Background: an optimization exercise with open tools, aiming at small area, a short achievable clock period and few clock cycles per item. Do not read the settings as production practice. RTL that was checked went through simulation tests only; none was proved equivalent to the original.

==> flow/design.v (excerpt) <==
module mul_op #(parameter INPUTS = 2,
		parameter OUTPUTS = 1,
		parameter DATA_IN_SIZE = 32,
		parameter DATA_OUT_SIZE = 32)
		(
		input clk,
		input rst,
		input [INPUTS * (DATA_IN_SIZE)- 1 : 0]data_in_bus,
		input [INPUTS - 1 : 0]valid_in_bus,
		output [INPUTS - 1 : 0] ready_in_bus,
		output [OUTPUTS * (DATA_OUT_SIZE) - 1 : 0]data_out_bus,
		output [OUTPUTS - 1 : 0]valid_out_bus,
		input 	[OUTPUTS - 1 : 0] ready_out_bus
);
Settings: LEC_CHECK=0, CAP_MARGIN=20, CORE_MARGIN=2, CORE_UTILIZATION=40, SETUP_SLACK_MARGIN=5, SLEW_MARGIN=20, SYNTH_HIERARCHICAL=1; clock period 8.0 ns.
standard.sh (not shown) runs the stock make flow with config.mk's settings and CLKGATE_MAP_FILE= SYNTH_SCRIPT=/design/flow/synth_recipe.tcl, a recipe that flattens the netlist after the stock synthesis.
==> flow/flow/run.sh <==
#!/bin/bash
# The standard layout, with resizing free to change a cell's footprint (so the
# port buffers and other cells can be swapped for faster ones) and port
# buffers that are plain buffers rather than delay cells.
set -euo pipefail
bash standard.sh MATCH_CELL_FOOTPRINT=0 BUFFER_PORTS_ARGS="-buffer_cell sky130_fd_sc_hd__buf_2" finish > standard.log 2>&1
==> next run, changes <==
--- a/flow/design.v
+++ b/flow/design.v
@@ -11,52 +11,46 @@
 		output [OUTPUTS * (DATA_OUT_SIZE) - 1 : 0]data_out_bus,
 		output [OUTPUTS - 1 : 0]valid_out_bus,
 		input 	[OUTPUTS - 1 : 0] ready_out_bus
 );
   reg fa, fb;
   reg [31:0] a_s;
   reg [47:0] sel_s;       
   wire [47:0] sel_in;
   reg sv;             
   wire ce = ~sv;      
   wire fire = fa & fb & ce;
-  wire [1:0] rin = {~fb | fire, ~fa | fire};
-  reg [1:0] rdy;
-  assign ready_in_bus = rdy;
-  wire fa_n = rin[0] ? valid_in_bus[0] : fa;
-  wire fb_n = rin[1] ? valid_in_bus[1] : fb;
-  reg vp;
-  wire sv_n = sv ? ~ready_out_bus[0] : (vp & ~ready_out_bus[0] & v[0]);
+  assign ready_in_bus[0] = ~fa | fire;
+  assign ready_in_bus[1] = ~fb | fire;
   always @(posedge clk, posedge rst)
-    if (rst) begin fa <= 1'b0; fb <= 1'b0; rdy <= 2'b11; end
+    if (rst) begin fa <= 1'b0; fb <= 1'b0; end
     else begin
-      fa <= fa_n;
-      fb <= fb_n;
-      rdy[0] <= ~fa_n | (fb_n & ~sv_n);
-      rdy[1] <= ~fb_n | (fa_n & ~sv_n);
+      if (ready_in_bus[0]) fa <= valid_in_bus[0];
+      if (ready_in_bus[1]) fb <= valid_in_bus[1];
     end
   always @(posedge clk) begin
-    if (rin[0]) a_s <= data_in_bus[31:0];
-    if (rin[1]) sel_s <= sel_in;
+    if (ready_in_bus[0]) a_s <= data_in_bus[31:0];
+    if (ready_in_bus[1]) sel_s <= sel_in;
   end
   reg [0:0] v;
   always @(posedge clk, posedge rst)
     if (rst) v <= 0;
     else if (ce) v <= fire;
+  reg vp;
   reg [31:0] s_reg, p_reg;
   wire p_en = ~vp | ready_out_bus[0];
   always @(posedge clk, posedge rst)
     if (rst) begin vp <= 1'b0; sv <= 1'b0; end
     else begin
       if (p_en) vp <= sv | v[0];
-      sv <= sv_n;
+      sv <= sv ? ~ready_out_bus[0] : (vp & ~ready_out_bus[0] & v[0]);
     end
   always @(posedge clk) begin
     if (ce) s_reg <= prod;
     if (p_en) p_reg <= p_next;
   end
   assign valid_out_bus[0] = vp;
   assign data_out_bus[31:0] = p_reg;
   wire [31:0] pp0;
   wire [29:0] pp1;
   wire [27:0] pp2;
   wire [25:0] pp3;
What happened: Die area came out lower by 0.35%; synthesized cell count stays flat; maximum frequency is about the same; critical path depth came out lower by 8; global-route usage came out higher by 0.43 points; worst setup slack gets worse by 0.0046 ns; design area came out lower by 2.4%; register-to-register slack stays flat.
Testbench counts after the change, summed over its fixed seeds: cycles 2,424, items 2,400.
No functional check of the RTL was part of the first run of this note.

========
mul_op, a different RTL version from the one above (not shown whole).
Size in the first run: roughly 1800 cells after synthesis, roughly 240 flip-flops, about 100 I/O pins.
==> flow/config.mk <==
export PLATFORM = sky130hd
export DESIGN_NAME = mul_op
export DESIGN_NICKNAME = mul_op
export VERILOG_FILES = /design/flow/design.v
export SDC_FILE = /design/flow/constraint.sdc
export NUM_CORES = 4
export LEC_CHECK = 0
export CAP_MARGIN = 20
export CORE_MARGIN = 2
export CORE_UTILIZATION = 40
export SETUP_SLACK_MARGIN = 5
export SLEW_MARGIN = 20
export SYNTH_HIERARCHICAL = 1
==> flow/constraint.sdc <==
create_clock -name core_clock -period 8.0 [get_ports {clk}]
set_input_delay 1.6000 -clock core_clock [delete_from_list [all_inputs] [get_ports {clk}]]
set_output_delay 1.6000 -clock core_clock [all_outputs]
set_load 0.01 [all_outputs]
Scripts as last shown in full above: flow/flow/run.sh
The first run went through all stages and came out clean.
Next try:
--- a/flow/design.v
+++ b/flow/design.v
@@ -36,13 +36,20 @@
   reg [31:0] s_reg, p_reg;
   always @(posedge clk, posedge rst)
     if (rst) sv <= 1'b0;
     else sv <= sv ? ~ready_out_bus[0] : (v[1] & ~ready_out_bus[0]);
   always @(posedge clk) if (ce) s_reg <= p_reg;
   assign valid_out_bus[0] = sv | v[1];
-  assign data_out_bus[31:0] = sv ? s_reg : p_reg;
+  reg [3:0] svo;
+  genvar gi;
+  generate for (gi = 0; gi < 4; gi = gi + 1) begin : svc
+    always @(posedge clk, posedge rst)
+      if (rst) svo[gi] <= 1'b0;
+      else svo[gi] <= svo[gi] ? ~ready_out_bus[0] : (v[1] & ~ready_out_bus[0]);
+    assign data_out_bus[gi*8 +: 8] = svo[gi] ? s_reg[gi*8 +: 8] : p_reg[gi*8 +: 8];
+  end endgenerate
   wire [31:0] pp0;
   wire [2:0] sel0;
   wire [29:0] pp1;
   wire [2:0] sel1;
   wire [27:0] pp2;
   wire [2:0] sel2;
=> Area after synthesis went up by about 2%. Core utilization is higher by 0.11 points. Maximum frequency rises by about 9%. Routed wire length drops by 1.5%. Cell area went up by 2.4%. First-iteration DRC count grows by 7.3%. Final cell count barely changes. Worst setup slack gains 0.27 ns. Sequential share of layout area grows by 0.93 points.
Function was not checked in any run of this note: the RTL went through the layout flow alone.

-- what the ideal ports hide --
The results above use ideal ports. As a check the final layouts listed here were re-extracted and re-timed, cells and wires unchanged.
Step 1 (the two cells are an assumption about what drives the block):
set clk [get_ports {clk}]
set_driving_cell -lib_cell sky130_fd_sc_hd__clkbuf_16 $clk
set_driving_cell -lib_cell sky130_fd_sc_hd__buf_2 [delete_from_list [all_inputs] $clk]
Step 2 also shifts input and output timing later by t, the mid clock arrival at the registers, as if the neighbouring blocks saw the same clock.
a / b / c = ideal / step 1 / step 2; a / b = the first two.
| run | t, ns | setup WS [ns] | slew at the worst register clock pin (ns) | worst data-port slew with drivers (ns) |
|---|---|---|---|---|
| the first run of note 1 | 0.643 | 4.997 / 4.997 / 4.997 | 0.07 / 0.07 | 0.12 |
| the second run of note 1 | 0.619 | 4.993 / 4.941 / 5.014 | 0.07 / 0.07 | 0.12 |
| the first run of note 2 | 0.602 | 4.576 / 4.522 / 4.665 | 0.07 / 0.07 | 0.04 |
| the second run of note 2 | 0.621 | 4.845 / 4.785 / 4.904 | 0.06 / 0.06 | 0.05 |
After both steps every run listed still meets setup and hold.
